Background: an optimization exercise with open tools, aiming at small area. Do not read the settings as production practice.
In this exercise RTL edits were held to simulation tests only and were not proved equivalent to the original.
In every run shown here, the design's own scripts or RTL, not TritonCTS, make the clock network.
The flow treats the clock pin as an ideal source. Dropping or thinning the clock tree relies on that and would not hold on a real chip.
Power is estimated from default activity; no workload was simulated.

$ cat design/flow/flow/run.sh
#!/bin/bash
# Own layout flow: the standard synthesis, then an area-oriented ABC re-mapping
# of the combinational logic only (registers, their names and cell types are
# kept as the standard synthesis made them), then the standard layout steps
# with smaller port buffers and a one-level clock tree (flow/cts_hook.tcl).
set -euo pipefail
export DONT_USE_LIST="$(cat flow/dont_use.txt)"
W=$(pwd)
R=$W/orfs/results/$FLOW_PLATFORM/ultrasonic/base
bash standard.sh "$R/1_2_yosys.v" > synth_standard.log 2>&1
cp "$R/1_2_yosys.v" "$W/standard_netlist.v"
yosys -c "$W/flow/reopt.tcl" > reopt.log 2>&1
cp "$W/reopt_netlist.v" "$R/1_2_yosys.v"
bash standard.sh \
  "BUFFER_PORTS_ARGS=-buffer_cell sky130_fd_sc_hd__buf_1" \
  "PRE_CTS_TCL=$W/flow/cts_hook.tcl" \
  finish > layout.log 2>&1
$ cat design/flow/flow/area.abc
strash
&get -n
&deepsyn -T 60
&put
dch -f
map -a -B 0
mfs2 -W 10
strash
dch -f
amap
topo
$ cat design/flow/flow/cts_hook.tcl
# Clock tree: the flip-flops are split into 3 x 1 groups by position
# (3 equal-size columns along x, each cut into 1 equal-size groups
# along y) and each group gets one clock buffer of type clkbuf_8 at its centre,
# driven by the clock port. This replaces TritonCTS's H-tree; the design is
# small enough for one level of buffers.
rename clock_tree_synthesis orfs_clock_tree_synthesis
proc clock_tree_synthesis { args } {
  set block [ord::get_db_block]
  set dbu [$block getDbUnitsPerMicron]
  set ffs {}
  foreach inst [$block getInsts] {
    if { [string match "sky130_fd_sc_hd__df*" [[$inst getMaster] getName]] } {
      set loc [$inst getLocation]
      lappend ffs [list [lindex $loc 0] [lindex $loc 1] [$inst getName]]
    }
  }
  set ffs [lsort -real -index 0 $ffs]
  set n [llength $ffs]
  set cols 3
  set rows 1
  set k 0
  for { set c 0 } { $c < $cols } { incr c } {
    set col [lrange $ffs [expr { $c * $n / $cols }] [expr { ($c + 1) * $n / $cols - 1 }]]
    set col [lsort -real -index 1 $col]
    set m [llength $col]
    for { set r 0 } { $r < $rows } { incr r } {
      set grp [lrange $col [expr { $r * $m / $rows }] [expr { ($r + 1) * $m / $rows - 1 }]]
      set sx 0.0
      set sy 0.0
      set pins {}
      foreach f $grp {
        set sx [expr { $sx + [lindex $f 0] }]
        set sy [expr { $sy + [lindex $f 1] }]
        lappend pins [get_pins "[lindex $f 2]/CLK"]
      }
      set g [llength $grp]
      set x [expr { $sx / $g / $dbu }]
      set y [expr { $sy / $g / $dbu }]
      puts "clock buffer $k for $g flip-flops at $x $y"
      insert_buffer -buffer_cell sky130_fd_sc_hd__clkbuf_8 -net clk -load_pins $pins \
        -location [list $x $y] -buffer_name clkbuf_$k -net_name clk_$k
      incr k
    }
  }
}
$ cat design/flow/flow/dont_use.txt
sky130_fd_sc_hd__probe_p_8 sky130_fd_sc_hd__probec_p_8 sky130_fd_sc_hd__lpflow_bleeder_1 sky130_fd_sc_hd__lpflow_clkbufkapwr_1 sky130_fd_sc_hd__lpflow_clkbufkapwr_16 sky130_fd_sc_hd__lpflow_clkbufkapwr_2 sky130_fd_sc_hd__lpflow_clkbufkapwr_4 sky130_fd_sc_hd__lpflow_clkbufkapwr_8 sky130_fd_sc_hd__lpflow_clkinvkapwr_1 sky130_fd_sc_hd__lpflow_clkinvkapwr_16 sky130_fd_sc_hd__lpflow_clkinvkapwr_2 sky130_fd_sc_hd__lpflow_clkinvkapwr_4 sky130_fd_sc_hd__lpflow_clkinvkapwr_8 sky130_fd_sc_hd__lpflow_decapkapwr_12 sky130_fd_sc_hd__lpflow_decapkapwr_3 sky130_fd_sc_hd__lpflow_decapkapwr_4 sky130_fd_sc_hd__lpflow_decapkapwr_6 sky130_fd_sc_hd__lpflow_decapkapwr_8 sky130_fd_sc_hd__lpflow_inputiso0n_1 sky130_fd_sc_hd__lpflow_inputiso0p_1 sky130_fd_sc_hd__lpflow_inputiso1n_1 sky130_fd_sc_hd__lpflow_inputiso1p_1 sky130_fd_sc_hd__lpflow_inputisolatch_1 sky130_fd_sc_hd__lpflow_isobufsrc_1 sky130_fd_sc_hd__lpflow_isobufsrc_16 sky130_fd_sc_hd__lpflow_isobufsrc_2 sky130_fd_sc_hd__lpflow_isobufsrc_4 sky130_fd_sc_hd__lpflow_isobufsrc_8 sky130_fd_sc_hd__lpflow_isobufsrckapwr_16 sky130_fd_sc_hd__lpflow_lsbuf_lh_hl_isowell_tap_1 sky130_fd_sc_hd__lpflow_lsbuf_lh_hl_isowell_tap_2 sky130_fd_sc_hd__lpflow_lsbuf_lh_hl_isowell_tap_4 sky130_fd_sc_hd__lpflow_lsbuf_lh_isowell_4 sky130_fd_sc_hd__lpflow_lsbuf_lh_isowell_tap_1 sky130_fd_sc_hd__lpflow_lsbuf_lh_isowell_tap_2 sky130_fd_sc_hd__lpflow_lsbuf_lh_isowell_tap_4 
$ cat design/flow/flow/reopt.tcl
# Re-map the combinational logic of the standard synthesis netlist for area.
# The flip-flop instances are kept untouched (same names, same cells).
yosys -import
set lib $::env(FLOW_HOME)/platforms/sky130hd/lib/sky130_fd_sc_hd__tt_025C_1v80.lib
set dont_use {}
foreach c $::env(DONT_USE_LIST) { lappend dont_use -dont_use $c }
read_liberty -ignore_miss_func $lib
read_verilog standard_netlist.v
hierarchy -top $::env(FLOW_TOP)
setattr -mod -set keep_hierarchy 1 sky130_fd_sc_hd__*df* sky130_fd_sc_hd__*dl*
flatten
opt_clean
abc -liberty $lib {*}$dont_use -script [file join [pwd] flow area.abc]
opt_clean -purge
hilomap -singleton -hicell sky130_fd_sc_hd__conb_1 HI -locell sky130_fd_sc_hd__conb_1 LO
insbuf -buf sky130_fd_sc_hd__buf_1 A X
splitnets
opt_clean -purge
blackbox sky130_fd_sc_hd__*
tee -o reopt_stat.txt stat -liberty $lib
write_verilog -noattr -nohex -nodec reopt_netlist.v
$ cat design/flow/standard.sh
#!/bin/bash
# synth_recipe.tcl (not shown) runs the flow's synth.tcl, then flattens the netlist and writes it again
# the make line also repeats each setting of config.mk as NAME=value (left out here)
make -C /OpenROAD-flow-scripts/flow DESIGN_CONFIG=/design/flow/config.mk WORK_HOME=/design/flow/orfs CLKGATE_MAP_FILE= SYNTH_SCRIPT=/design/flow/synth_recipe.tcl "${@:-finish}"
$ cat design/flow/config.mk
export PLATFORM = sky130hd
export DESIGN_NAME = ultrasonic
export DESIGN_NICKNAME = ultrasonic
export VERILOG_FILES = /design/flow/design.v
export SDC_FILE = /design/flow/constraint.sdc
export NUM_CORES = 4
export LEC_CHECK = 0
export CAP_MARGIN = 20
export CORE_MARGIN = 2
export CORE_UTILIZATION = 80
export PLACE_DENSITY = 0.88
export SLEW_MARGIN = 20
$ cat design/flow/constraint.sdc
create_clock -name core_clock -period 120.0 [get_ports {clk}]
set_input_delay 24.0000 -clock core_clock [delete_from_list [all_inputs] [get_ports {clk}]]
set_output_delay 24.0000 -clock core_clock [all_outputs]
set_load 0.01 [all_outputs]
$ cat design/flow/design.v
`timescale 1ns / 1ps
module us_timebase(
    input            clk,
    input            rst,
    output           tick,
    output           tick_nx,    
    output           khz,
    output           trig_win,   
    output reg [2:0] sel
);
    reg  [5:0] p;
    reg  [3:0] u0;
    reg  [2:0] u1;
    assign tick    = ~p[4] & ~p[2] & ~p[1] & ~p[0];           
    assign tick_nx = ~p[5] & ~p[3] & ~p[1] & ~p[0];           
    wire   p12     = ~p[5] & ~p[4] & ~p[3] & p[1];
    wire   p123    = (~p[5] & ~p[4] & ~p[3] & ~p[2]) | (~p[5] & ~p[4] & p[2] & p[1] & p[0]);
    wire   u0_9    = ~u0[2] & u0[1] & u0[0];
    wire   u0_0    = ~u0[3] & ~u0[1] & ~u0[0];
    wire   odd     = u1[0] ^ sel[0];
    assign khz     = tick & u0_9 & odd;
    assign trig_win = odd ? (u0_0 & p12) : ~(u0_0 & p123);
    wire   scan    = tick & u0_9 & u1[2] & u1[1];
    always @(posedge clk or posedge rst) begin
        if (rst) begin
            p <= 6'd1;
            u0 <= 4'b0000;
            u1 <= 3'd0;
            sel <= 3'd0;
        end else begin
            p <= {p[4], p[3] & ~tick, p[2], p[1], p[0] | tick, p[5] ^ p[0]};
            if (tick) begin
                u0 <= {~u0[2] & ~u0[0], u0[3], ~u0[1], u0[2]};
                if (u0_9)
                    u1 <= {u1[0], ~u1[2] & ~u1[1], ~u1[1] & ~u1[0]};
                if (scan)
                    sel <= {sel[2] ^ (sel[1] & sel[0]), sel[1] ^ sel[0], ~sel[0]};
            end
        end
    end
endmodule
`timescale 1ns / 1ps
module us_ctrl(
    input      clk,
    input      rst,
    input      khz,
    input      trig_win,
    input      press,
    output     start,
    output     trigger
);
    reg        busy;
    reg  [6:0] kcnt;
    wire       kcnt_0   = ~kcnt[4] & ~kcnt[3] & ~kcnt[2] & ~kcnt[1] & ~kcnt[0];
    wire       kcnt_100 = kcnt[6] & ~kcnt[3] & ~kcnt[2] & ~kcnt[1] & ~kcnt[0];
    assign start = press & ~busy;
    assign trigger = busy & kcnt_0 & trig_win;
    always @(posedge clk or posedge rst) begin
        if (rst) begin
            busy <= 1'b0;
        end else begin
            if (start)
                busy <= 1'b1;
            else if (khz && kcnt_100)
                busy <= 1'b0;
        end
    end
    always @(posedge clk) begin
        if (start)
            kcnt <= 7'd0;
        else if (khz)
            kcnt <= {kcnt[5:0], ~(kcnt[6] ^ kcnt[3])};
    end
endmodule
`timescale 1ns / 1ps
module us_dist(
    input         clk,
    input         rst,
    input         start,
    input         echo,
    input         tick_nx,
    output [10:0] q,
    output        tout,
    output        load
);
    localparam DI = 2'd0, DH = 2'd1, DC = 2'd2, DD = 2'd3;
    reg  [1:0] ds;
    reg        e1;
    reg  [6:0] f;
    reg  [3:0] q0, q1;
    reg  [2:0] q2;
    assign q = {q2, q1, q0};
    wire nz = ~(~q2[2] & ~q2[1] & q2[0]);
    assign load = (ds == DD);
    wire inc  = echo & tick_nx;
    wire f68 = f[6] & f[5] & f[4] & f[2];
    wire f69 = f[6] & f[5] & f[3] & ~f[1] & ~f[0];
    assign tout = q2[1] & ~q2[0] & q1[2] & q1[1] & q0[1] & ~q0[0] & f68;
    wire short_seg = (~q0[2] & q0[1]) | (q0[1] & q0[0]);     
    wire q0_9 = q0[3] & ~q0[2];
    wire q1_9 = q1[3] & ~q1[2];
    wire fwrap = short_seg ? f68 : f69;
    function [6:0] inc7(input [6:0] x);
        integer i; reg c;
        begin
            c = 1'b1;
            for (i = 0; i < 7; i = i + 1) begin
                inc7[i] = x[i] ^ c;
                c = c & x[i];
            end
        end
    endfunction
    always @(posedge clk or posedge rst) begin
        if (rst)
            ds <= DI;
        else case (ds)
            DI: if (start) ds <= DH;
            DH: if ((~echo & e1 & nz) | tout) ds <= DC;
            DC: ds <= DD;
            DD: ds <= DI;
        endcase
    end
    wire [3:0] q0i = {(~q0[3] & q0[1] & ~q0[0]) | (q0[3] & ~q0[1]), (~q0[3] & ~q0[0]) | (~q0[3] & q0[1]), q0[2], ~q0[1]};
    wire [3:0] q1i = {(~q1[3] & q1[1] & ~q1[0]) | (q1[3] & ~q1[1]), (~q1[3] & ~q1[0]) | (~q1[3] & q1[1]), q1[2], ~q1[1]};
    wire [2:0] q2i = {~q2[0] | q2[1], q2[2], ~q2[1]};
    always @(posedge clk) begin
        e1 <= echo;
        if (ds == DI) begin
            f  <= 7'd0;
            q0 <= 4'b0000;
            q1 <= 4'b0000;
            q2 <= 3'b001;
        end else if (ds == DH && inc) begin
            if (~nz) q2 <= 3'b000;
            if (fwrap) begin
                f <= 7'd0;
                q0 <= q0i;
                if (q0_9) begin
                    q1 <= q1i;
                    if (q1_9) q2 <= q2i;
                end
            end else
                f <= {f[5:0], ~(f[6] ^ f[0])};
        end
    end
endmodule
`timescale 1ns / 1ps
module us_button(
    input      clk,
    input      rst,
    input      khz,
    input      btn,
    output     press
);
    reg  [3:0] d;
    assign press = d[3] & d[1];                
    always @(posedge clk or posedge rst) begin
        if (rst)
            d <= 4'b0000;
        else
            d <= {(~khz & d[3] & ~d[1]) | (khz & btn & d[2] & ~d[1]),
                  (~khz & d[2]) | (khz & btn & d[0]),
                  (~khz & d[1]) | (d[3] & ~d[2]) | (khz & btn & ~d[2]),
                  (~khz & d[0]) | (khz & btn & ~d[3] & ~d[1]) | (khz & btn & ~d[3] & d[2])};
    end
endmodule
`timescale 1ns / 1ps
module us_display(
    input         clk,
    input         rst,
    input         load,
    input  [10:0] q,
    input         tout,
    input  [2:0]  sel,
    output [7:0]  fnd_font,
    output [3:0]  fnd_comm
);
    reg  [3:0] r0, r1;
    reg  [2:0] r2;
    wire       r9 = ~r2[2] & ~r2[1] & r2[0];
    always @(posedge clk or posedge rst) begin
        if (rst) begin
            r0 <= 4'b0000;
            r1 <= 4'b0000;
            r2 <= 3'b000;
        end else if (load) begin
            {r2, r1, r0} <= {tout ? 3'b001 : q[10:8], q[7:0]};
        end
    end
    reg  [3:0] dig;
    always @(*) begin
        if (r9)
            dig = 4'b1011;
        else case (sel[1:0])
            2'd0: dig = r0;
            2'd1: dig = r1;
            2'd2: dig = {1'b0, r2};
            default: dig = 4'b0000;
        endcase
    end
    wire [6:0] seg = {(~dig[2] & ~dig[0]) | (~dig[1] & dig[0]),
                      (~dig[3] & ~dig[2] & dig[1]) | (~dig[3] & dig[2] & ~dig[1]),
                      (~dig[3] & dig[1] & ~dig[0]) | (~dig[3] & dig[2]) | (dig[3] & ~dig[2]),
                      (~dig[2] & dig[1] & ~dig[0]) | (dig[2] & dig[0]),
                      ~dig[3] & ~dig[2] & dig[0],
                      dig[2] & dig[1] & ~dig[0],
                      dig[2] & dig[0]};
    assign fnd_font = {1'b1, sel[2] ? 7'h7f : seg};
    assign fnd_comm = ~(4'b0001 << sel[1:0]);
endmodule
`timescale 1ns / 1ps
module ultrasonic(
    input               clk,
    input               rst,
    input               btn_start,
    input               echo,
    output              trigger,
    output  [7:0]       fnd_font,
    output  [3:0]       fnd_comm
    );
    wire tick, tick_nx, khz, trig_win, press, start, load, tout;
    wire [2:0] sel;
    wire [10:0] q;
    us_timebase U_TB(.clk(clk), .rst(rst), .tick(tick), .tick_nx(tick_nx),
                     .khz(khz), .trig_win(trig_win), .sel(sel));
    us_button   U_BTN(.clk(clk), .rst(rst), .khz(khz), .btn(btn_start), .press(press));
    us_ctrl     U_CTRL(.clk(clk), .rst(rst), .khz(khz), .trig_win(trig_win), .press(press),
                       .start(start), .trigger(trigger));
    us_dist     U_DIST(.clk(clk), .rst(rst), .start(start), .echo(echo), .tick_nx(tick_nx),
                       .q(q), .tout(tout), .load(load));
    us_display  U_DISP(.clk(clk), .rst(rst), .load(load), .q(q), .tout(tout), .sel(sel),
                       .fnd_font(fnd_font), .fnd_comm(fnd_comm));
endmodule
==> run summary, run 1 <==
* Status: timing/DRC/antenna clean
* YS warnings at 5
* Worst min-delay path startpoint: U_TB.p[4]
* First DRT Iteration DRCs at 143
* Die width at 59.6 um
* Synth Area per Inst at 8.58 um^2
* Mapped Cells at 288
* DRC at 0
* Leak at 1.00 nW
* Fin crit share at 21.7%
* DR WL met2 at 2260 um
* Depth of the most critical reg-to-reg path at 13
* Post-Syn Nets at 292
* Critical R2R Launch: U_DIST.q0[2]
* Setup slack after layout at 93.96 ns
* I/O Buffers at 15
* Hold Buf Count CTS at 0
* Hold WS at 0.416 ns
* Core area at 0.00300 mm^2
* DR top layer: met4
* Final setup vio count at 0
* Die ar. at 0.00355 mm^2
* NetSw at 0.0000123 W
* Post-layout util at 87.0%
* Most frequent cells in the layout: clkinv_1 (59), nor2_1 (43), dfrtp_1 (33)
* Total grt overflow at 0
* Drt wl/cell at 13.5 um
* Antenna cells at 0
* Register-to-register path setup slack at 117.24 ns
* Crit start category: primary input
* DP HPWL at 3520 um
* Fin Clk Skew at 0.00683 ns
* Commonest non-fill, non-tap cell in the layout: clkinv_1
* Max Clk Rate at 38.4 MHz
* Combinational fraction of design power at 23.6%
* VDD IR max at 14.2 uV
* RSZ-0062 raised after global routing: no
* Initial Utilization at 82.3%
* Critical Path RT at 120.05 ns
* Gp weighted congestion at 0.844
* Final cell count without fillers at 339
* Worst R2R End: U_DIST.q2[2]
* Initial antenna violation count at 0
* Via count at 1994
* Post-Route Setup TNS at 0 ns
* Global-route wire length before repair at 7680 um
* Largest net degree at the start of global routing at 35
* Hold crit path type: flip-flop to flip-flop
* DRT Pass-1 Iters at 4
* Worst-Skew Late Latency at 0.17 ns
* Min cycle time layout at 26.04 ns
* Pint at 0.0000281 W
* Total Wirelength at 4560 um
* CP arrival at 26.10 ns
* Sw Share at 30.4%
* Fin. Hold Viols at 0
* CP max FO at 6
* Layout area overhead at 5.77%
* Die Y at 59.6 um
* Slew at the pin closest to its max-slew limit at 0.501 ns
* Clock power frac at 17.4%
* Dpl cells at 336
* Met3 wire length at 139 um
* Proportion of layout cells with a drive suffix above 1 at 1.63%
* Hold depth at 0
* Hold endpoint: U_TB.p[5]
* Worst setup path class: primary input to flip-flop
* Max-cap viol count at 0
* Slew Viols, Final at 0
* Final nets at 312
* GRT Total Usage at 27.5%
* Ports at 17
* Slew HR at 66.6%
* Crit end category: flip-flop
* Vias per cell at 5.88
* Reg power frac at 59.0%
* Setup bufs post-CTS at 0
* Dpl ws at 93.81 ns
* PD cells at 15.5 mW/mm^2
* Mapped Area at 0.00247 mm^2
* WL met1 at 2100 um
* CTS clk-pin slew, worst paths at 0.11 ns
* Num rows at 20
* Post-CTS Resized at 0
* Vias in the first global route at 1782
* Detail Route Antenna Nets at 0
## routing by layer
| metal | GRT usage [%] | vias to the layer above |
|---|---|---|
| li1 | - | 1023 |
| met1 | 38.7 | 920 |
| met2 | 47.1 | 42 |
| met3 | 1.97 | 9 |
| met4 | 6.03 | 0 |
| met5 | 0 | - |
## sequential cells by signal, summed over array words and instances, names as in the netlist, 2 cells and up
signal,flops
U_DIST.ds,2
U_DISP.r0,4
U_DISP.r2,3
U_TB.u1,3
U_DIST.q2,3
U_DISP.r1,4
U_DIST.q1,4
U_CTRL.kcnt,7
U_DIST.q0,4
U_TB.u0,4
U_TB.p,6
U_TB.sel,3
U_DIST.f,7
U_BTN.d,4
## power groups by stage
stage	Clock (W)	Combinational, W	Sequential [W]
global route	0.00000782	0.0000110	0.0000240
finish	0.00000701	0.00000954	0.0000239
CTS	0.00000533	0.00000955	0.0000242
global placement	0	0.00000920	0.0000241
detailed placement	0	0.00000952	0.0000242
floorplan	0	0.00000764	0.0000238
## final cells by class, without the clock buffers
type	instances	area (um^2)
repair buffers	16	63.8
flip-flops and latches	60	1370
inverters	59	221
fillers	164	389
multi-input cells	168	873
well taps	33	41.3
## worst max-delay path: stages
cell      delay [ns]
buf_1           0.13
nand4_1         0.11
nor3_1          0.27
clkinv_1        0.19
nor2_1          0.24
clkinv_1        0.17
nor3_1          0.22
clkinv_1        0.22
nor2_1          0.18
nand2_1         0.13
nand2_1         0.14
o22ai_1         0.10
## per-stage QoR
step                      cell area, um^2  power [W]
after global placement               2570  0.0000333
after detailed placement             2570  0.0000337
after global routing                 2610  0.0000428
after CTS                            2610  0.0000391
after floorplan                      2470  0.0000314
final                                2610  0.0000404
## worst max path at each step
stage | from | to | slack, ns | cells past startpoint
2_1_floorplan | echo | U_DIST.q2[2] | 94.28 | 11
3_3_place_gp | echo | U_DIST.q2[2] | 94.03 | 12
3_5_place_dp | echo | U_DIST.q2[2] | 93.81 | 12
4_1_cts | echo | U_DIST.q2[2] | 93.81 | 12
5_1_grt | echo | U_DIST.q2[2] | 93.65 | 12
6_report | echo | U_DIST.q2[2] | 93.96 | 12
==> run 2, diff against run 1 <==
--- a/design/flow/flow/run.sh
+++ b/design/flow/flow/run.sh
@@ -2,3 +2,3 @@
 # Own layout flow: the standard synthesis, then an area-oriented ABC re-mapping
-# of the combinational logic only (registers, their names and cell types are
+# (four seeds, smallest kept) of the combinational logic only (registers, their names and cell types are
 # kept as the standard synthesis made them), then the standard layout steps
@@ -11,4 +11,22 @@
 cp "$R/1_2_yosys.v" "$W/standard_netlist.v"
-yosys -c "$W/flow/reopt.tcl" > reopt.log 2>&1
-cp "$W/reopt_netlist.v" "$R/1_2_yosys.v"
+# four ABC runs with different deepsyn seeds; keep the smallest netlist
+for s in 1 2 3 4; do
+  mkdir -p "$W/reopt_$s"
+  sed "s/&deepsyn -T 60/\&deepsyn -T 60 -S $s/" "$W/flow/area.abc" > "$W/reopt_$s/area.abc"
+  (cd "$W/reopt_$s" && STD_NETLIST="$W/standard_netlist.v" REOPT_SCRIPT="$W/reopt_$s/area.abc" \
+    yosys -c "$W/flow/reopt.tcl" > "$W/reopt_$s.log" 2>&1) &
+done
+wait
+best=""
+best_area=""
+for s in 1 2 3 4; do
+  a=$(awk '/Chip area/ {print $NF}' "$W/reopt_$s/reopt_stat.txt" 2>/dev/null || true)
+  [[ -n "$a" && -s "$W/reopt_$s/reopt_netlist.v" ]] || continue
+  if [[ -z "$best" ]] || awk -v a="$a" -v b="$best_area" 'BEGIN { exit !(a < b) }'; then
+    best=$s
+    best_area=$a
+  fi
+done
+echo "reopt: seed $best, area $best_area" > reopt_choice.log
+cp "$W/reopt_$best/reopt_netlist.v" "$R/1_2_yosys.v"
 bash standard.sh \
--- a/design/flow/flow/reopt.tcl
+++ b/design/flow/flow/reopt.tcl
@@ -2,2 +2,4 @@
 # The flip-flop instances are kept untouched (same names, same cells).
+# Inputs: STD_NETLIST, REOPT_SCRIPT (ABC script); writes reopt_stat.txt and
+# reopt_netlist.v in the current folder.
 yosys -import
@@ -7,3 +9,3 @@
 read_liberty -ignore_miss_func $lib
-read_verilog standard_netlist.v
+read_verilog $::env(STD_NETLIST)
 hierarchy -top $::env(FLOW_TOP)
@@ -12,3 +14,3 @@
 opt_clean
-abc -liberty $lib {*}$dont_use -script [file join [pwd] flow area.abc]
+abc -liberty $lib {*}$dont_use -script $::env(REOPT_SCRIPT)
 opt_clean -purge
==> run 2 against run 1 <==
  * Cell count decreased by 1.2%
  * Utilization is 0.21 points lower
  * Clock power up 0.6%
  * Register-to-register slack worse by 0.22 ns
  * Sequential share of layout area is 0.13 points higher
  * Worst hold slack gained 0.0030 ns
  * First-iteration DRC count fell by 13%
  * Clock skew down 0.0032 ns
  * Total power rose by 1.3%
  * Combinational power is essentially flat
  * Global-route usage is 1.1 points lower
  * Maximum frequency fell by 0.91%
==> run summary, run 2 <==
* Final cell count without fillers at 335 (was 339)
* Worst stage delay on the critical path at 0.42 ns (was 0.27 ns)
* PD cells at 15.7 mW/mm^2 (was 15.5 mW/mm^2)
* Min cycle time layout at 26.28 ns (was 26.04 ns)
* Post-Route Setup TNS at 0 ns (unchanged)
* Drt wl/cell at 13.6 um (was 13.5 um)
* CP arrival at 26.35 ns (was 26.10 ns)
* Antenna cells at 0 (unchanged)
* Via count at 2006 (was 1994)
* Dpl cells at 332 (was 336)
* Ports at 17 (unchanged)
* Synth Area per Inst at 8.68 um^2 (was 8.58 um^2)
* Final nets at 308 (was 312)
* Vias per cell at 5.99 (was 5.88)
* DRC at 0 (unchanged)
* Fin crit share at 21.9% (was 21.7%)
* Slew HR at 57.6% (was 66.6%)
* Hold crit path type: flip-flop to flip-flop (unchanged)
* Initial antenna violation count at 0 (unchanged)
* Total Wirelength at 4540 um (was 4560 um)
* DP HPWL at 3320 um (was 3520 um)
* RSZ-0062 raised after global routing: no (unchanged)
* Max Clk Rate at 38.0 MHz (was 38.4 MHz)
* Fin Clk Skew at 0.00363 ns (was 0.00683 ns)
* Post-CTS Resized at 0 (unchanged)
* Status: timing/DRC/antenna clean (unchanged)
* Total grt overflow at 0 (unchanged)
* Layout area overhead at 5.79% (was 5.77%)
* Slowest CP cell: nor3_1 (unchanged)
* Die Y at 59.5 um (was 59.6 um)
* Worst setup path class: primary input to flip-flop (unchanged)
* Cell breakdown of the critical path: buf_1 -> nand4_1 -> nor3_1 -> clkinv_1 -> or2_0 -> nor3_1 -> clkinv_1 -> nor3_1 -> clkinv_1 -> o21a_1 (was buf_1 -> nand4_1 -> nor3_1 -> clkinv_1 -> nor2_1 -> clkinv_1 -> nor3_1 -> clkinv_1 -> nor2_1 -> nand2_1 -> nand2_1 -> o22ai_1)
* Mapped Cells at 284 (was 288)
* Critical Path RT at 120.07 ns (was 120.05 ns)
* First DRT Iteration DRCs at 124 (was 143)
* Number of buffers and inverters on the critical path at 4 (unchanged)
* Setup bufs post-CTS at 0 (unchanged)
* Fin. Hold Viols at 0 (unchanged)
* Detail Route Antenna Nets at 0 (unchanged)
* Crit end category: flip-flop (unchanged)
* Num rows at 20 (unchanged)
* YS warnings at 5 (unchanged)
* Largest delay contributor family on the critical path: simple AND/OR/NAND/NOR gates (unchanged)
* Commonest non-fill, non-tap cell in the layout: clkinv_1 (unchanged)
* Dpl ws at 93.61 ns (was 93.81 ns)
* Most frequent cells in the layout: clkinv_1 (55), nor2_1 (42), dfrtp_1 (33) (was clkinv_1 (59), nor2_1 (43), dfrtp_1 (33))
* Vias in the first global route at 1782 (unchanged)
* Layout fillers at 172 (was 164)
* Max-cap viol count at 0 (unchanged)
* Crit start category: primary input (unchanged)
* Proportion of layout cells with a drive suffix above 1 at 1.66% (was 1.63%)
* Setup slack after layout at 93.72 ns (was 93.96 ns)
* DRT Pass-1 Iters at 4 (unchanged)
* Hold WS at 0.419 ns (was 0.416 ns)
* CTS clk-pin slew, worst paths at 0.11 ns (about the same)
* Gp weighted congestion at 0.804 (was 0.844)
* Mapped Area at 0.00246 mm^2 (was 0.00247 mm^2)
* Slew Viols, Final at 0 (unchanged)
* Die width at 59.5 um (was 59.6 um)
* Post-Syn Nets at 288 (was 292)
* Worst-Skew Late Latency at 0.17 ns (about the same)
* Post-layout util at 86.8% (was 87.0%)
* I/O Buffers at 15 (unchanged)
* Initial Utilization at 82.1% (was 82.3%)
* GRT Total Usage at 26.4% (was 27.5%)
* Global-route wire length before repair at 7440 um (was 7680 um)
* Largest net degree at the start of global routing at 35 (unchanged)
* Slew at the pin closest to its max-slew limit at 0.630 ns (was 0.501 ns)
* CP max FO at 7 (was 6)
* Final setup vio count at 0 (unchanged)
* Core area at 0.00300 mm^2 (unchanged)
* VDD IR max at 14.2 uV (about the same)
* Hold Buf Count CTS at 0 (unchanged)
* Largest regs: U_CTRL.kcnt: 7 flops, U_DIST.f: 7 flops, U_TB.p: 6 flops (unchanged)
* Die ar. at 0.00354 mm^2 (was 0.00355 mm^2)
* Leak at 0.987 nW (was 1.00 nW)
run 2: area by class of cell, without the clock buffers:
| type | instances | area (um^2) | area share, % |
|---|---|---|---|
| inverters | 55 | 206 | 7.92 |
| multi-input cells | 168 | 882 | 33.8 |
| flip-flops and latches | 60 | 1370 | 52.6 |
| well taps | 33 | 41.3 | 1.58 |
| repair buffers | 16 | 63.8 | 2.45 |
run 2: power by group:
part / leakage (nW) / switching (W) / total, W / internal [W]
registers: 0.611 / 0.00000206 / 0.0000244 / 0.0000223
logic: 0.354 / 0.00000600 / 0.00000953 / 0.00000353
clock network: 0.0216 / 0.00000471 / 0.00000705 / 0.00000234
total: 0.987 / 0.0000128 / 0.0000409 / 0.0000282
run 2: final timing paths:
check                             start           end  slack (ns)  cells past startpoint
max in group asynchronous           rst     U_TB.p[0]       95.81                      3
setup reg to reg           U_DIST.ds[1]  U_DIST.q2[0]      117.02                      9
min in group asynchronous           rst   U_TB.sel[0]       23.87                      3
setup / recovery                   echo  U_DIST.q2[0]       93.72                     10
hold / removal                U_TB.p[4]     U_TB.p[5]        0.42                      0
hold reg to reg               U_TB.p[4]     U_TB.p[5]        0.42                      0
run 2: through the flow:
stage          total power, W  cell area (um^2)
3_5_place_dp        0.0000340              2570
6_report            0.0000409              2610
4_1_cts             0.0000395              2610
2_1_floorplan       0.0000315              2460
5_1_grt             0.0000433              2610
3_3_place_gp        0.0000336              2570
run 2: worst register-to-register path, delay by kind of cell, from the launching register on:
family | cells | cell delay, ns
AOI/OAI and AO/OA | 1 | 0.19
buffers and inverters | 3 | 0.63
DFF | 1 | 0.50
and+or+nand+nor | 5 | 1.60
run 2: routing by layer:
| layer | track usage [%] | part of all wire [%] | wire length [um] | up-vias |
|---|---|---|---|---|
| li1 | - | - | - | 1008 |
| met1 | 37.4 | 47 | 2120 | 946 |
| met2 | 45.2 | 49 | 2220 | 48 |
| met3 | 2.62 | 3.3 | 150 | 4 |
| met4 | 4.13 | 0.95 | 43 | 0 |
| met5 | 0 | 0 | 0 | - |
==> run 3, diff against run 2 <==
--- a/design/flow/design.v
+++ b/design/flow/design.v
@@ -85,3 +85,3 @@
 );
-    localparam DI = 2'd0, DH = 2'd1, DC = 2'd2, DD = 2'd3;
+    localparam DI = 2'd0, DH = 2'd2, DC = 2'd3, DD = 2'd1;
     reg  [1:0] ds;
@@ -95,4 +95,4 @@
     wire inc  = echo & tick_nx;
-    wire f68 = f[6] & f[5] & f[4] & f[2];
-    wire f69 = f[6] & f[5] & f[3] & ~f[1] & ~f[0];
+    wire f68 = f[6] & f[4] & f[3] & f[0];
+    wire f69 = f[6] & f[5] & f[4] & ~f[3] & f[1];
     assign tout = q2[1] & ~q2[0] & q1[2] & q1[1] & q0[1] & ~q0[0] & f68;
@@ -142,3 +142,3 @@
             end else
-                f <= {f[5:0], ~(f[6] ^ f[0])};
+                f <= {f[5:0], ~(f[6] ^ f[2])};
         end
==> run 3 against run 2 <==
  * Utilization about the same
  * Sequential share of layout area rose by 0.46 points
  * Final area down 0.86%
  * Clock power rose by 0.6%
  * Synthesized area decreased by 1.0%
  * Still clean
  * Global-route usage up 0.97 points
  * Wire length grew 3.0%
  * Cell count did not move
  * Die area fell by 0.94%
==> run summary, run 3 <==
* Total Wirelength at 4680 um (was 4540 um)
* Crit path capture: fnd_font[3] (was U_DIST.q2[0])
* Total grt overflow at 0 (unchanged)
* Fin. Hold Viols at 0 (unchanged)
* CP max FO at 6 (was 7)
* Largest regs: U_CTRL.kcnt: 7 flops, U_DIST.f: 7 flops, U_TB.p: 6 flops (unchanged)
* DP HPWL at 3440 um (was 3320 um)
* RSZ-0062 raised after global routing: no (unchanged)
* Fin Clk Skew at 0.0103 ns (was 0.00363 ns)
* Slew HR at 48.7% (was 57.6%)
* Dpl ws at 94.01 ns (was 93.61 ns)
* Post-DP Area at 0.00254 mm^2 (was 0.00257 mm^2)
* Worst min-delay path startpoint: U_TB.p[4] (unchanged)
* Slew Viols, Final at 0 (unchanged)
* Max Clk Rate at 38.5 MHz (was 38.0 MHz)
* Post-Route Setup TNS at 0 ns (unchanged)
* CP arrival at 1.99 ns (was 26.35 ns)
* Max-cap viol count at 0 (unchanged)
* Vias in the first global route at 1830 (was 1782)
* Fin area at 0.00258 mm^2 (was 0.00261 mm^2)
* Fin crit share at 21.7% (was 21.9%)
* Slew at the pin closest to its max-slew limit at 0.762 ns (was 0.630 ns)
* DRC at 0 (unchanged)
* Largest delay contributor family on the critical path: simple AND/OR/NAND/NOR gates (unchanged)
* Die Y at 59.2 um (was 59.5 um)
* Proportion of layout cells with a drive suffix above 1 at 1.99% (was 1.66%)
* Critical Path RT at 96.00 ns (was 120.07 ns)
* Drt wl/cell at 14.0 um (was 13.6 um)
* First DRT Iteration DRCs at 128 (was 124)
* Synth Area per Inst at 8.59 um^2 (was 8.68 um^2)
* Crit start category: flip-flop (was primary input)
* Setup bufs post-CTS at 0 (unchanged)
* Cell breakdown of the critical path: clkinv_1 -> nor2_1 -> a221oi_1 -> nor2_1 -> clkinv_1 -> o21ai_0 -> a21o_1 -> buf_1 (was buf_1 -> nand4_1 -> nor3_1 -> clkinv_1 -> or2_0 -> nor3_1 -> clkinv_1 -> nor3_1 -> clkinv_1 -> o21a_1)
* Num rows at 20 (unchanged)
* Global-route wire length before repair at 7640 um (was 7440 um)
* Commonest non-fill, non-tap cell in the layout: clkinv_1 (unchanged)
* Number of buffers and inverters on the critical path at 3 (was 4)
* Ports at 17 (unchanged)
* PD cells at 10.6 mW/mm^2 (was 15.7 mW/mm^2)
* Largest net degree at the start of global routing at 35 (unchanged)
* Post-Syn Nets at 288 (unchanged)
* CP Depth at 8 (was 10)
* Register-to-register path setup slack at 117.42 ns (was 117.02 ns)
* Setup slack after layout at 94.01 ns (was 93.72 ns)
* Final setup vio count at 0 (unchanged)
* Mapped Cells at 284 (unchanged)
* Most frequent cells in the layout: clkinv_1 (55), nor2_1 (43), dfrtp_1 (33) (was clkinv_1 (55), nor2_1 (42), dfrtp_1 (33))
* Layout area overhead at 5.95% (was 5.79%)
* Worst stage delay on the critical path at 0.39 ns (was 0.42 ns)
* DRT Pass-1 Iters at 4 (unchanged)
* Antenna cells at 0 (unchanged)
* Die width at 59.2 um (was 59.5 um)
* GRT Total Usage at 27.4% (was 26.4%)
* I/O Buffers at 15 (unchanged)
* Min cycle time layout at 25.99 ns (was 26.28 ns)
* Initial antenna violation count at 0 (unchanged)
* Detail Route Antenna Nets at 0 (unchanged)
* Status: timing/DRC/antenna clean (unchanged)
* Initial Utilization at 81.9% (was 82.1%)
* Slowest CP cell: dfrtp_1 (was nor3_1)
* CTS clk-pin slew, worst paths at 0.11 ns (about the same)
* Die ar. at 0.00351 mm^2 (was 0.00354 mm^2)
* Worst-Skew Late Latency at 0.17 ns (about the same)
* Critical R2R Launch: U_TB.p[1] (was U_DIST.ds[1])
* Post-CTS Resized at 0 (unchanged)
* Final nets at 308 (unchanged)
* Mapped Area at 0.00244 mm^2 (was 0.00246 mm^2)
* Total chip power at 0.0000275 W (was 0.0000409 W)
* CP startpoint: U_TB.sel[0] (was echo)
* Worst setup path class: flip-flop to output port (was primary input to flip-flop)
* VDD IR max at 13.0 uV (was 14.2 uV)
* Hold crit path type: flip-flop to flip-flop (unchanged)
* Gp weighted congestion at 0.848 (was 0.804)
* Leak at 0.994 nW (was 0.987 nW)
* Crit end category: output port (was flip-flop)
* Via count at 2012 (was 2006)
* Vias per cell at 6.01 (was 5.99)
* Hold Buf Count CTS at 0 (unchanged)
* Worst R2R End: U_CTRL.kcnt[6] (was U_DIST.q2[0])
* Depth of the most critical reg-to-reg path at 9 (unchanged)
* YS warnings at 5 (unchanged)
* Core area at 0.00298 mm^2 (was 0.00300 mm^2)
* Post-layout util at 86.8% (about the same)
==> run 3: cell types whose count changed in the layout (fill, tap and decap cells not counted), sizes merged, moves of 3 or more <==
cell and delta:
nand2 +3, nand3 +4, nor3 -4, o21ai +6
or2 -4
==> run 3: per-stage QoR <==
stage,hold WS (ns),cells
2_1_floorplan,0.376,284
3_3_place_gp,0.386,332
3_5_place_dp,0.389,332
4_1_cts,0.401,335
5_1_grt,0.438,335
6_report,0.428,335
==> run 3: worst reg2reg max path: cells and delay by family (launching register included) <==
kind | cells | cell delay, ns
AOI/OAI and AO/OA | 2 | 0.47
buffers and inverters | 1 | 0.16
DFF | 1 | 0.45
and+or+nand+nor | 6 | 1.37
==> run 3: cell type report, without the clock buffers <==
| type | instances | area, um^2 |
|---|---|---|
| sequential | 60 | 1370 |
| multi-input combinational | 168 | 860 |
| fill | 164 | 393 |
| inverter | 55 | 206 |
| timing repair buffer | 16 | 63.8 |
| tap | 33 | 41.3 |
==> run 3: routing by layer <==
metal | routed length (um) | track usage (%) | up-vias
met4 | 42 | 4.87 | 0
met1 | 2140 | 37.8 | 952
met5 | 0 | 0 | -
met3 | 139 | 1.97 | 4
li1 | - | - | 1014
met2 | 2350 | 48.0 | 42
==> run 3: worst min-delay path by stage <==
stage	slack, ns	to	depth (start not counted)
detailed placement	0.39	U_TB.p[5]	0
floorplan	0.38	U_TB.p[5]	0
CTS	0.40	U_TB.p[5]	0
global route	0.44	U_TB.p[5]	0
global placement	0.39	U_TB.p[5]	0
finish	0.43	U_TB.p[5]	0
==> run 3: power by group <==
part           switching [W]    total (W)   internal, W  leakage [nW]
Sequential      0.0000000108    0.0000201     0.0000201         0.636
Clock             0.00000475   0.00000709    0.00000234        0.0216
Combinational    0.000000255  0.000000307  0.0000000521         0.336
==> run 4, diff against run 3 <==
--- a/design/flow/flow/run.sh
+++ b/design/flow/flow/run.sh
@@ -2,3 +2,3 @@
 # Own layout flow: the standard synthesis, then an area-oriented ABC re-mapping
-# (four seeds, smallest kept) of the combinational logic only (registers, their names and cell types are
+# (eight runs, smallest kept) of the combinational logic only (registers, their names and cell types are
 # kept as the standard synthesis made them), then the standard layout steps
@@ -11,13 +11,18 @@
 cp "$R/1_2_yosys.v" "$W/standard_netlist.v"
-# four ABC runs with different deepsyn seeds; keep the smallest netlist
-for s in 1 2 3 4; do
-  mkdir -p "$W/reopt_$s"
-  sed "s/&deepsyn -T 60/\&deepsyn -T 60 -S $s/" "$W/flow/area.abc" > "$W/reopt_$s/area.abc"
-  (cd "$W/reopt_$s" && STD_NETLIST="$W/standard_netlist.v" REOPT_SCRIPT="$W/reopt_$s/area.abc" \
-    yosys -c "$W/flow/reopt.tcl" > "$W/reopt_$s.log" 2>&1) &
+# eight ABC runs (two scripts, four deepsyn seeds each, four at a time);
+# keep the smallest netlist
+for batch in 1 2; do
+  for s in 1 2 3 4; do
+    k=$(( (batch - 1) * 4 + s ))
+    mkdir -p "$W/reopt_$k"
+    if [[ $batch == 1 ]]; then abc_in="$W/flow/area.abc"; else abc_in="$W/flow/area2.abc"; fi
+    sed "s/&deepsyn -T 60/\&deepsyn -T 60 -S $s/" "$abc_in" > "$W/reopt_$k/area.abc"
+    (cd "$W/reopt_$k" && STD_NETLIST="$W/standard_netlist.v" REOPT_SCRIPT="$W/reopt_$k/area.abc" \
+      yosys -c "$W/flow/reopt.tcl" > "$W/reopt_$k.log" 2>&1) &
+  done
+  wait
 done
-wait
 best=""
 best_area=""
-for s in 1 2 3 4; do
+for s in 1 2 3 4 5 6 7 8; do
   a=$(awk '/Chip area/ {print $NF}' "$W/reopt_$s/reopt_stat.txt" 2>/dev/null || true)
==> design/flow/flow/area2.abc (new file) <==
strash
&get -n
&deepsyn -T 60
&put
dch -f
map -a -B 0
mfs2 -W 10
strash
dch -f
map -a -B 0
mfs2 -W 10
strash
dch -f
amap
topo
--- a/design/flow/config.mk
+++ b/design/flow/config.mk
@@ -9,4 +9,4 @@
 export CORE_MARGIN = 2
-export CORE_UTILIZATION = 80
-export PLACE_DENSITY = 0.88
+export CORE_UTILIZATION = 75
+export PLACE_DENSITY = 0.85
 export SLEW_MARGIN = 20
==> run 4 against run 3 <==
  * Sequential cell count stayed put
  * Combinational power is 2% lower
  * Synthesized area is 0.46% lower
  * Cell count is 1.8% higher
  * Synthesized cell count is 1.8% lower
  * Sequential power hardly changed
  * Clock power is 2% lower
  * Total power is 0.58% lower
  * Largest cell class unchanged
  * Largest power group unchanged
==> run summary, run 4 <==
* Proportion of layout cells with a drive suffix above 1 at 1.68% (was 1.99%)
* Initial Utilization at 78.9% (was 81.9%)
* Fin Clk Skew at 0.00526 ns (was 0.0103 ns)
* Status: timing/DRC/antenna clean (unchanged)
* GRT Total Usage at 27.0% (was 27.4%)
* Critical Path Most Common Cell: clkinv_1
* Dpl ws at 93.90 ns (was 94.01 ns)
* Fin crit share at 21.8% (was 21.7%)
* Commonest non-fill, non-tap cell in the layout: clkinv_1 (unchanged)
* Drt wl/cell at 13.8 um (was 14.0 um)
* Synth Area per Inst at 8.70 um^2 (was 8.59 um^2)
* CP max FO at 6 (unchanged)
* Post-CTS Resized at 0 (unchanged)
* Num rows at 20 (unchanged)
* DRC at 0 (unchanged)
* Global-route wire length before repair at 7720 um (was 7640 um)
* Hold crit path type: flip-flop to flip-flop (unchanged)
* Cell breakdown of the critical path: clkinv_1 -> nand2_1 -> clkinv_1 -> a222oi_1 -> nand2_1 -> clkinv_1 -> nor2_1 -> o21ai_0 -> buf_1 (was clkinv_1 -> nor2_1 -> a221oi_1 -> nor2_1 -> clkinv_1 -> o21ai_0 -> a21o_1 -> buf_1)
* Post-layout util at 84.0% (was 86.8%)
* Slowest CP cell: a222oi_1 (was dfrtp_1)
* PD cells at 10.6 mW/mm^2 (about the same)
* Vias in the first global route at 1841 (was 1830)
* Die Y at 60.9 um (was 59.2 um)
* VDD IR max at 14.4 uV (was 13.0 uV)
* Min cycle time layout at 26.10 ns (was 25.99 ns)
* Detail Route Antenna Nets at 0 (unchanged)
* Hold WS at 0.422 ns (was 0.428 ns)
* Worst-Skew Late Latency at 0.16 ns (was 0.17 ns)
* Setup slack after layout at 93.90 ns (was 94.01 ns)
* Leak at 0.989 nW (was 0.994 nW)
* DP HPWL at 3690 um (was 3440 um)
* I/O Buffers at 15 (unchanged)
* Critical Path RT at 96.00 ns (about the same)
* Layout area overhead at 6.44% (was 5.95%)
* Initial antenna violation count at 0 (unchanged)
* Slew at the pin closest to its max-slew limit at 1.00 ns (was 0.762 ns)
* Worst min-delay path startpoint: U_TB.p[4] (unchanged)
* CTS clk-pin slew, worst paths at 0.11 ns (about the same)
* Mapped Cells at 279 (was 284)
* Crit end category: output port (unchanged)
* Setup bufs post-CTS at 0 (unchanged)
* Largest net degree at the start of global routing at 35 (unchanged)
* Mapped Area at 0.00243 mm^2 (was 0.00244 mm^2)
* Die ar. at 0.00371 mm^2 (was 0.00351 mm^2)
* Critical R2R Launch: U_TB.p[1] (unchanged)
* Final nets at 303 (was 308)
* Core area at 0.00308 mm^2 (was 0.00298 mm^2)
* Largest regs: U_CTRL.kcnt: 7 flops, U_DIST.f: 7 flops, U_TB.p: 6 flops (unchanged)
* RSZ-0062 raised after global routing: no (unchanged)
* Vias per cell at 5.81 (was 6.01)
* Post-Syn Nets at 283 (was 288)
* First DRT Iteration DRCs at 142 (was 128)
* Die width at 60.9 um (was 59.2 um)
* YS warnings at 5 (unchanged)
* Slew Viols, Final at 0 (unchanged)
* Worst stage delay on the critical path at 0.52 ns (was 0.39 ns)
* Total Wirelength at 4690 um (was 4680 um)
* Slew HR at 33.0% (was 48.7%)
* Antenna cells at 0 (unchanged)
* Layout fillers at 207 (was 164)
* Worst setup path class: flip-flop to output port (unchanged)
* Post-Route Setup TNS at 0 ns (unchanged)
* Max Clk Rate at 38.3 MHz (was 38.5 MHz)
* Most frequent cells in the layout: clkinv_1 (55), nor2_1 (37), dfrtp_1 (33) (was clkinv_1 (55), nor2_1 (43), dfrtp_1 (33))
* Total grt overflow at 0 (unchanged)
* Ports at 17 (unchanged)
* Gp weighted congestion at 0.815 (was 0.848)
* Max-cap viol count at 0 (unchanged)
* Hold Buf Count CTS at 0 (unchanged)
* CP startpoint: U_TB.sel[0] (unchanged)
* CP arrival at 2.10 ns (was 1.99 ns)
* DRT Pass-1 Iters at 4 (unchanged)
* Via count at 1982 (was 2012)
* Fin. Hold Viols at 0 (unchanged)
* Crit start category: flip-flop (unchanged)
* Final setup vio count at 0 (unchanged)
-- run 4: final timing paths --
kind | cells past startpoint | end | slack [ns]
worst max-delay path | 9 | fnd_font[4] | 93.90
worst min-delay path | 0 | U_TB.p[5] | 0.42
min in group asynchronous | 3 | U_BTN.d[2] | 23.88
max in group asynchronous | 3 | U_TB.p[0] | 95.78
worst max register to register | 9 | U_CTRL.kcnt[1] | 117.43
worst min register to register | 0 | U_TB.p[5] | 0.42
-- run 4: metal layers --
| layer | vias up | GRT usage, % | routed length (um) |
|---|---|---|---|
| li1 | 995 | - | - |
| met1 | 936 | 36.4 | 2080 |
| met2 | 47 | 49.2 | 2410 |
| met3 | 4 | 1.92 | 161 |
| met4 | 0 | 4.04 | 40 |
| met5 | - | 0 | 0 |
-- run 4: final cells by class, without the clock buffers --
class	instances	area, um^2	share of cell area (%)
multi-input cells	163	846	32.7
flip-flops and latches	60	1370	53.1
repair buffers	16	63.8	2.47
well taps	44	55.1	2.13
inverters	55	206	7.99
-- run 4: per-stage QoR --
step	power, W	instance area [um^2]	cells
global placement	0.0000208	2540	338
CTS	0.0000262	2580	341
global route	0.0000282	2580	341
detailed placement	0.0000208	2540	338
floorplan	0.0000207	2430	279
finish	0.0000273	2580	341
-- run 4: critical path, delay by kind of cell, from the launching register on --
family	cells	cell delay, ns
compound gates	2	0.67
buf+inv	4	0.51
flops	1	0.45
simple gates	3	0.31
-- run 4: power by group --
group / leakage (nW) / switching, W / internal (W) / total (W)
Clock: 0.0216 / 0.00000460 / 0.00000234 / 0.00000694
Sequential: 0.636 / 0.00000000698 / 0.0000201 / 0.0000201
Combinational: 0.331 / 0.000000252 / 0.0000000479 / 0.000000300
Total: 0.989 / 0.00000486 / 0.0000225 / 0.0000273

## port drivers added, routing unchanged
No port has a modelled driver above. Below, the same layouts with a new extraction and two added sets of constraints.
Step 1 assumes that a clkbuf_16 drives the clock port and a buf_2 every other input.
Step 2, shift: input delay + t, output delay - t, t = (earliest + latest rising clock arrival at the registers) / 2. This alone moves slack from input paths to output paths.
a / b / c = no drivers / after step 1 / after step 2; a / b = the first two.
run | t (ns) | setup slack, ns | hold slack, ns
run 1 | 0.208 | 93.957 / 93.937 / 93.770 | 0.416 / 0.416 / 0.416
run 2 | 0.206 | 93.719 / 93.735 / 93.529 | 0.419 / 0.419 / 0.419
run 3 | 0.208 | 94.008 / 93.964 / 93.919 | 0.428 / 0.428 / 0.428
run 4 | 0.205 | 93.897 / 93.854 / 93.844 | 0.422 / 0.422 / 0.422
After both steps every run listed still meets setup and hold. The setup slack of run 2, which loses most, moves by +0.016 ns with the drivers and by -0.190 ns with both steps.
